This is an optimization exercise on Yosys and OpenROAD, whose aim is small area, not a production implementation. In this exercise RTL edits were held to simulation tests only and were not proved equivalent to the original. No activity file was given, so power comes from the tool's default toggle rates.

==> flow/design.v (excerpt) <==
module glitch_and_exi (
	input  CLK,
	input  rst,  
	output TX,
	input RX,
	output LED1,
	output LED2,
	output LED3,
	output LED4,
	output LED5,
	input BTN1,
	input BTN2,
	input BTN3,
	output LEDR_N,
	output LEDG_N,
	input P1A9_in,
	output P1A9_out, P1A9_oe,
	input P1A1, P1A3, P1A4, P1A7, P1A8, P1A2, P1A10,
	input P1B1_in,  
	output P1B1_out, P1B1_oe,  
	output P1B3_oe,  
	input P1B7  
);
export LEC_CHECK = 0
export CAP_MARGIN = 0
export CELL_PAD_IN_SITES_DETAIL_PLACEMENT = 1
export CELL_PAD_IN_SITES_GLOBAL_PLACEMENT = 2
export CORE_MARGIN = 2
export CORE_UTILIZATION = 30
export PLACE_DENSITY = 0.4
export SLEW_MARGIN = 0
create_clock -name core_clock -period 10.0 [get_ports {CLK}]
standard.sh (not shown) runs the stock make flow with config.mk's settings and CLKGATE_MAP_FILE= SYNTH_SCRIPT=/design/flow/synth_recipe.tcl, a recipe that flattens the netlist after the stock synthesis.
==> flow/flow/run.sh <==
#!/bin/bash
# Standard ORFS layout with three changes:
#  - synthesis maps with an area-oriented ABC script (&nf); all other
#    synthesis passes, flattening and renaming are the standard ones;
#  - CTS uses clkbuf_8 leaf clusters of up to 12 sinks (80 um) and no dummy loads;
#  - port buffers are buf_1 cells.
set -euo pipefail
HERE=$(pwd)
rm -rf "$HERE/myscripts"
cp -r "$FLOW_HOME/scripts" "$HERE/myscripts"
cp "$HERE/flow/abc_map.script" "$HERE/myscripts/abc_speed.script"
cp "$HERE/flow/abc_map.script" "$HERE/myscripts/abc_area.script"
bash standard.sh SCRIPTS_DIR="$HERE/myscripts" synth > "$HERE/synth.log" 2>&1
export CTS_ARGS="-sink_clustering_enable -repair_clock_nets -dont_use_dummy_load -buf_list sky130_fd_sc_hd__clkbuf_8 -sink_clustering_size 12 -sink_clustering_max_diameter 80"
export BUFFER_PORTS_ARGS="-buffer_cell sky130_fd_sc_hd__buf_1"
bash standard.sh finish > "$HERE/layout.log" 2>&1
==> flow/flow/abc_map.script <==
strash
&get -n
&st
&dch
&nf -R 1000
&put
topo
Then changed:
==> flow/flow/run.sh (replaced) <==
#!/bin/bash
# Standard ORFS layout with three changes:
#  - synthesis maps with an area-oriented ABC script (&nf); all other
#    synthesis passes, flattening and renaming are the standard ones;
#  - CTS uses clkbuf_8 leaf clusters of up to 15 sinks (70 um) and no dummy loads;
#  - port buffers are buf_1 cells.
set -euo pipefail
HERE=$(pwd)
rm -rf "$HERE/myscripts"
cp -r "$FLOW_HOME/scripts" "$HERE/myscripts"
cp "$HERE/flow/abc_map.script" "$HERE/myscripts/abc_speed.script"
cp "$HERE/flow/abc_map.script" "$HERE/myscripts/abc_area.script"
bash standard.sh SCRIPTS_DIR="$HERE/myscripts" synth > "$HERE/synth.log" 2>&1
export CTS_ARGS="-sink_clustering_enable -repair_clock_nets -dont_use_dummy_load -buf_list sky130_fd_sc_hd__clkbuf_8 -sink_clustering_size 15 -sink_clustering_max_diameter 70"
export BUFFER_PORTS_ARGS="-buffer_cell sky130_fd_sc_hd__buf_1"
bash standard.sh finish > "$HERE/layout.log" 2>&1
Design area came out lower by about 0.54%; flip-flop and latch count stays the same; hold slack loses 39 ps; area after synthesis stays the same; die area stays the same; total power came out lower by 2.3%; fmax came out higher by 0.80%.
Then changed:
==> flow/flow/abc_map.script (replaced) <==
strash
&get -n
&st
&dc2
&dch
&nf -p -R 2000
&put
topo
=> Total power came out lower by 0.49%; wire length stays flat; die area came out higher by 0.39%; design area stays flat.
Then changed:
==> flow/flow/run.sh (replaced) <==
#!/bin/bash
# Standard ORFS layout with three changes:
#  - synthesis maps with an area-oriented ABC script (&nf); all other
#    synthesis passes, flattening and renaming are the standard ones;
#  - CTS uses clkbuf_8 leaf clusters of up to 12 sinks (80 um) and no dummy loads;
#  - port buffers are buf_1 cells.
set -euo pipefail
HERE=$(pwd)
rm -rf "$HERE/myscripts"
cp -r "$FLOW_HOME/scripts" "$HERE/myscripts"
cp "$HERE/flow/abc_map.script" "$HERE/myscripts/abc_speed.script"
cp "$HERE/flow/abc_map.script" "$HERE/myscripts/abc_area.script"
bash standard.sh SCRIPTS_DIR="$HERE/myscripts" synth > "$HERE/synth.log" 2>&1
export CTS_ARGS="-sink_clustering_enable -repair_clock_nets -dont_use_dummy_load -buf_list sky130_fd_sc_hd__clkbuf_8 -sink_clustering_size 12 -sink_clustering_max_diameter 80"
export BUFFER_PORTS_ARGS="-buffer_cell sky130_fd_sc_hd__buf_1"
bash standard.sh finish > "$HERE/layout.log" 2>&1
Final cell count goes up slightly; first-iteration DRC count falls by a few percent; flip-flop and latch count stays the same; wire length goes up slightly.

[what the ideal ports hide]
The flow's constraints put no driver on any port. The routed layouts listed below were extracted and timed again, unchanged, in two steps.
Step 1 sets driving cells, clkbuf_16 on the clock port and buf_2 on the other inputs (assumed; they add their load-dependent delay and slew).
Step 2 also shifts input and output timing later by t, the mid clock arrival at the registers, as if the neighbouring blocks saw the same clock.
a / b / c = no drivers / after step 1 / after step 2; a / b = the first two.
run | t (ns) | slack for setup (ns) | worst setup path after step 2 | slew at the worst register clock pin (ns) | worst slew at a driven data input, ns
the first run | 0.722 | 3.755 / 3.792 / 3.071 | input to register | 0.09 / 0.09 | 0.03
the second run | 0.770 | 3.805 / 3.851 / 3.081 | input to register | 0.11 / 0.11 | 0.03
the third run | 0.748 | 4.498 / 4.533 / 3.785 | input to register | 0.11 / 0.11 | 0.04
the fourth run | 0.716 | 4.560 / 4.596 / 3.880 | input to register | 0.09 / 0.09 | 0.04
After both steps setup and hold are still met in every run listed. For the second run, which loses most, drivers alone change the setup slack by +0.046 ns; drivers and shift together by -0.724 ns.
